This is an optimization exercise on Yosys and OpenROAD, whose aim is small area, a short achievable clock period and few clock cycles per item, not a production implementation.
Where RTL was checked, it was by simulation tests only, not by an equivalence proof against the original.

Design bitcoin_miner, start of the top module:
module bitcoin_miner (
  input wire clk,
  input wire rst,
  input wire start,
  input wire [255:0] first_block_hash,
  input wire [127:0] second_block,
  input wire [255:0] target,
  input wire [31:0]  max_nonce,
  output reg running,
  output reg found,
  output reg [31:0] nonce
  );
export LEC_CHECK = 0
export ABC_AREA = 1
export CAP_MARGIN = 20
export CORE_MARGIN = 2
export CORE_UTILIZATION = 40
export SETUP_SLACK_MARGIN = 2.0
export SLEW_MARGIN = 20
create_clock -name core_clock -period 8.5 [get_ports {clk}]
run.sh (not shown) runs the stock make flow with config.mk's settings and CLKGATE_MAP_FILE= SYNTH_SCRIPT=/design/flow/synth_recipe.tcl, a recipe that flattens the netlist after the stock synthesis.
The starting point finished clean.
Edit:
- ABC_AREA: 1 -> unset
- SETUP_SLACK_MARGIN: 2.0 -> unset
Effect: The new run completed with no timing, DRC or antenna violations; worst setup slack got worse by 1.0 ns; synthesized area went up slightly; die area goes up slightly; final cell count fell by a few percent.
Edit:
- SETUP_SLACK_MARGIN: unset -> 2.0
The new run ran to the end with no violations.
Clock-buffer cell count stays the same.
Flip-flop and latch count does not change.
Routed wire length is about the same.
Via count stays flat.
Sequential share of layout area came out lower by 0.18 points.
Setup slack improved by 0.82 ns.
Cell count barely changes.
Area after synthesis stays the same.
Maximum frequency came out higher by 13%.
Cell area came out higher by 0.82%.
Edit:
- ABC_CLOCK_PERIOD_IN_PS: unset -> 4000
- SETUP_SLACK_MARGIN: 2.0 -> unset
Result:
- The changed run went through all stages and came out clean
- die area does not change
- worst hold slack gains 0.0050 ns
- non-clock buffer count decreases by 15
No run of this note included a check of the RTL's function; only the layout flow was run.

---

Another version of the RTL of bitcoin_miner (not shown whole).
For scale: about 7,500 cells after synthesis, about 930 flip-flops, about 57,000 µm² of cells after synthesis.
Design bitcoin_miner, start of the top module:
module bitcoin_miner (
  input wire clk,
  input wire rst,
  input wire start,
  input wire [255:0] first_block_hash,
  input wire [127:0] second_block,
  input wire [255:0] target,
  input wire [31:0]  max_nonce,
  output reg running,
  output reg found,
  output reg [31:0] nonce
  );
clock: 8.5 ns
lec_check: 0
abc_area: 1
cap_margin: 20
core_margin: 2
core_utilization: 40
cts_cluster_diameter: 80
cts_cluster_size: 24
setup_slack_margin: 4.5
slew_margin: 20
synth_hierarchical: 1
tns_end_percent: 20
standard.sh (not shown) runs the stock make flow with config.mk's settings and CLKGATE_MAP_FILE= SYNTH_SCRIPT=/design/flow/synth_recipe.tcl, a recipe that flattens the netlist after the stock synthesis.
==> flow/flow/run.sh <==
#!/bin/bash
# The standard layout, with the port buffers made of the smallest
# buffer cell instead of the flow's default delay buffer.
set -euo pipefail
bash standard.sh "BUFFER_PORTS_ARGS=-buffer_cell sky130_fd_sc_hd__buf_1" finish > standard.log 2>&1
The baseline completed with no timing, DRC or antenna violations.
Testbench counts at the start, summed over its fixed seeds: cycles 242,107, nonces 1,887.
Change:
ABC_AREA = 0   (was 1)
TNS_END_PERCENT = default   (was 20)
Result:
- The new run finished with timing, DRC and antenna clean
- clock-buffer cell count is lower by 2
- cell count is lower by 20%
- design area is lower by 5.1%
Change:
ABC_AREA = 1   (was 0)
SYNTH_HIERARCHICAL = 0   (was 1)
Result: The changed run finished clean. Synthesized area came out higher by about 8%. Final area came out higher by 7.5%. Die area came out higher by about 7.5%. Setup slack gains 0.42 ns. Utilization hardly moves. Cell count came out higher by about 28%.

---

run 1:
bitcoin_miner, a different RTL version from the one above (not shown whole).
Size in the first run: about 7100 cells after synthesis, about 710 I/O pins, ~56000 µm² of cells after synthesis.
export LEC_CHECK = 0
export ABC_AREA = 1
export CAP_MARGIN = 20
export CORE_MARGIN = 2
export CORE_UTILIZATION = 40
export CTS_CLUSTER_DIAMETER = 80
export CTS_CLUSTER_SIZE = 24
export SETUP_SLACK_MARGIN = 5.0
export SLEW_MARGIN = 20
export SYNTH_HIERARCHICAL = 1
create_clock -name core_clock -period 8.5 [get_ports {clk}]
Scripts as last shown in full above: flow/flow/run.sh
Testbench counts of run 1, summed over its fixed seeds: cycles 242,107, nonces 1,887.
[inputs] run 2 vs run 1
- swapping 5.0 for 4.0 in SETUP_SLACK_MARGIN
- Largest stage delay on the critical path (run 2 over run 1): decrease, 0.13 ns
- Finished layout cell area was lower in the run labelled run 2.
- Changes observed in run 2 relative to run 1: final weighted congestion in routability-driven placement higher, register clock-pin slew on the reported worst setup and hold paths flat.
Modified inputs, run 3 compared to run 2
- swapping 4.0 for 4.5 in SETUP_SLACK_MARGIN
==> flow/flow/run.sh <==
#!/bin/bash
# The standard layout, with the port buffers made of the smallest
# buffer cell, and timing repair limited to resizing, pin swaps, buffer
# removal and gate cloning (no new buffer trees).
set -euo pipefail
bash standard.sh "BUFFER_PORTS_ARGS=-buffer_cell sky130_fd_sc_hd__buf_1" \
  "SETUP_MOVE_SEQUENCE=unbuffer,sizeup,swap,clone" finish > standard.log 2>&1
### Flow results
Run 3 against run 2: die extent in x did not really move, global-route usage roughly the same. For the finished layout cell area, run 3 came in 2500 µm² higher than run 2 did.
Edits applied to the flow inputs when going from run 3 to run 4:
- clearing CTS_CLUSTER_SIZE, which used to be 24
- clearing CTS_CLUSTER_DIAMETER, which used to be 80
- swapping 4.5 for 4.0 in SETUP_SLACK_MARGIN
==> flow/flow/run.sh <==
#!/bin/bash
# The standard layout, with the port buffers made of the smallest
# buffer cell instead of the flow's default delay buffer.
set -euo pipefail
bash standard.sh "BUFFER_PORTS_ARGS=-buffer_cell sky130_fd_sc_hd__buf_1" finish > standard.log 2>&1
[summary]
Run 3 vs run 4, launching instance or port of the critical path: e[9] vs e[31]
Summary of run 4 over run 3: largest stage delay on the critical path has decreased, first-pass iteration count of the detailed router has increased.
Termination of the worst setup path = e[20]: run 4; termination of the worst setup path = e[18]: run 3
Worst hold slack, run 4 and run 3, lower one = run 4.
The inputs of run 5 differ from those of run 4 as listed below.
- putting CTS_CLUSTER_SIZE at 24 where nothing was set
- swapping 4.0 for 4.5 in SETUP_SLACK_MARGIN
- putting CTS_CLUSTER_DIAMETER at 80 where nothing was set
### Flow results
The number of optimization iterations in the first detailed-route pass of run 5 is lower than that of run 4. Delta(number of cells on the worst reg-to-reg path, run 5 - run 4) > 0. In the reports for run 4 and run 5, the smaller cell count belongs to run 4. Run 5 — total number of H-tree levels 1 lower, run 4 as reference. Run 5 — number of logic stages on the critical path including buffering 2 higher, run 4 as reference. Across both runs, layout-stage area growth over the synthesis result was higher for run 5 than for run 4. Sequential share of layout area for run 5: 1.1 points down relative to run 4. Run 5 completed every stage of the flow, and the final layout passed the timing, design-rule and antenna checks. Run 5 vs run 4: total length of routed wires up slightly. Sort run 4 and run 5 by setup slack desc -> top: run 5. Between run 4 and run 5, non-clock buffer instance count of the final layout is lower for run 4, run 5 comes in above that.

---

Another version of the RTL of bitcoin_miner (not shown whole).
Size in the first run: roughly 6600 cells after synthesis, roughly 860 flip-flops, roughly 710 I/O pins, ~53000 um^2 of cells after synthesis.
clock: 8.5 ns
lec_check: 0
abc_area: 1
cap_margin: 20
core_margin: 2
core_utilization: 40
cts_buf_list: sky130_fd_sc_hd__clkbuf_4 sky130_fd_sc_hd__clkbuf_8
setup_slack_margin: 3.0
slew_margin: 20
synth_hierarchical: 1
==> flow/flow/run.sh <==
#!/bin/bash
# The standard layout, with the port buffers made of the smallest
# buffer cell instead of the flow's default delay buffer.
set -euo pipefail
bash standard.sh "BUFFER_PORTS_ARGS=-buffer_cell sky130_fd_sc_hd__buf_1" finish > standard.log 2>&1
The starting point produced a clean layout.
Testbench counts at the start, summed over its fixed seeds: cycles 242,107, nonces 1,887.
Then changed:
- CTS_BUF_LIST: sky130_fd_sc_hd__clkbuf_4 sky130_fd_sc_hd__clkbuf_8 -> not set
- The new run went through all stages and came out clean
- critical path depth went down by 8
- clock-buffer cell count came out lower by 98
- setup slack is worse by 0.037 ns

---

RTL: one of the versions met above, not the one the previous note started from.
For scale: about 7500 cells after synthesis, about 930 flip-flops, roughly 57000 µm² of cells after synthesis.
export LEC_CHECK = 0
export ABC_AREA = 1
export CAP_MARGIN = 20
export CORE_MARGIN = 2
export CORE_UTILIZATION = 40
export CTS_CLUSTER_DIAMETER = 80
export CTS_CLUSTER_SIZE = 24
export PLACE_DENSITY = 0.66
export SETUP_SLACK_MARGIN = 4.5
export SLEW_MARGIN = 20
export SYNTH_HIERARCHICAL = 1
create_clock -name core_clock -period 8.5 [get_ports {clk}]
Scripts as last shown in full above: flow/flow/run.sh
Testbench counts at the start, summed over its fixed seeds: cycles 242,107, nonces 1,887.
Then changed:
- CORE_UTILIZATION: 40 -> 50
- PLACE_DENSITY: 0.66 -> not set
What happened: Sequential share of layout area goes up by 0.67 points. Flip-flop and latch count does not change. Global-route usage is higher by 5.8 points. Core utilization rose by 10 points. Hold slack degrades by 0.0046 ns. Final cell count came out lower by a few percent. Die area is lower by about a fifth.
Then changed:
==> flow/flow/run.sh (replaced) <==
#!/bin/bash
# The standard layout, with the port buffers made of the smallest
# buffer cell, and timing repair limited to resizing, pin swaps, buffer
# removal and gate cloning (no new buffer trees).
set -euo pipefail
bash standard.sh "BUFFER_PORTS_ARGS=-buffer_cell sky130_fd_sc_hd__buf_1" \
  "SETUP_MOVE_SEQUENCE=unbuffer,sizeup,swap,clone" finish > standard.log 2>&1
- CORE_UTILIZATION: 50 -> 40
Global-route usage falls by 6.1 points.
Hold slack loses 0.013 ns.
Cell count rises by about 3%.
Synthesized cell count stays the same.
Sequential share of layout area falls by 0.38 points.
Routed wire length rises by 6.7%.
Worst setup slack loses 0.044 ns.
Fmax falls by about 1.1%.
Design area rises by about 1.3%.
Then changed:
==> flow/flow/run.sh (replaced) <==
#!/bin/bash
# The standard layout, with the port buffers made of the smallest
# buffer cell instead of the flow's default delay buffer.
set -euo pipefail
bash standard.sh "BUFFER_PORTS_ARGS=-buffer_cell sky130_fd_sc_hd__buf_1" finish > standard.log 2>&1
- CTS_CLUSTER_DIAMETER: 80 -> 90
- CTS_CLUSTER_SIZE: 24 -> 28
- PLACE_DENSITY: not set -> 0.66
The changed run passed the timing, design-rule and antenna checks.
Synthesized cell count does not change.
Setup slack is better by 0.039 ns.
Sequential cell count is unchanged.
Design area stays flat.
Fmax rises by 0.95%.
Hold slack gains 0.0062 ns.
Via count goes up by 1.8%.
Area after synthesis stays the same.

afterwards: timing with drivers on the ports:
In the flow no input, the clock included, has a driving cell. The finished layouts below were timed again as built, in two steps. Step 1 (the two cells are an assumption about what drives the block):
set clk [get_ports {clk}]
set_driving_cell -lib_cell sky130_fd_sc_hd__clkbuf_16 $clk
set_driving_cell -lib_cell sky130_fd_sc_hd__buf_2 [delete_from_list [all_inputs] $clk]
Step 2 also shifts input and output timing later by t, the mid clock arrival at the registers, as if the neighbouring blocks saw the same clock. Three values: no drivers, after step 1, after step 2; two values: the first two.
run	shift t [ns]	slack for setup (ns)	hold WS [ns]	worst setup path after step 2	pins driven straight from the clock port
the first run of note 1	0.757	2.262 / 2.262 / 1.625	0.299 / 0.299 / 0.299	input to register	1
the second run of note 1	0.772	1.261 / 1.307 / 0.535	0.293 / 0.293 / 0.293	input to register	1
the third run of note 1	0.766	2.079 / 2.123 / 1.358	0.288 / 0.288 / 0.288	input to register	1
the fourth run of note 1	0.772	1.261 / 1.307 / 0.535	0.293 / 0.293 / 0.293	input to register	1
the first run of note 2	0.815	4.214 / 4.214 / 4.214	0.302 / 0.302 / 0.302	register to register	1
the second run of note 2	0.787	3.661 / 3.661 / 3.661	0.317 / 0.317 / 0.317	register to register	1
the third run of note 2	0.821	4.081 / 4.081 / 4.079	0.314 / 0.314 / 0.314	input to register	1
run 1	0.785	4.360 / 4.360 / 4.135	0.326 / 0.326 / 0.326	input to register	1
run 2	0.803	4.000 / 4.000 / 3.997	0.319 / 0.319 / 0.319	input to register	1
run 3	0.801	4.275 / 4.275 / 3.685	0.317 / 0.317 / 0.317	input to register	1
run 4	0.825	4.043 / 4.043 / 4.024	0.311 / 0.311 / 0.311	input to register	1
run 5	0.806	4.365 / 4.365 / 4.111	0.318 / 0.318 / 0.318	input to register	1
the first run of note 4	0.966	2.988 / 2.988 / 2.431	0.306 / 0.306 / 0.306	input to register	1
the second run of note 4	0.808	2.950 / 2.950 / 2.422	0.289 / 0.289 / 0.289	input to register	1
the first run of note 5	0.794	4.462 / 4.462 / 4.395	0.326 / 0.326 / 0.326	input to register	1
the second run of note 5	0.822	4.448 / 4.448 / 4.364	0.321 / 0.321 / 0.321	input to register	1
the third run of note 5	0.814	4.404 / 4.404 / 4.373	0.308 / 0.308 / 0.308	input to register	1
the fourth run of note 5	0.765	4.443 / 4.443 / 4.435	0.314 / 0.314 / 0.314	input to register	1
After both steps setup and hold are still met in every run listed.
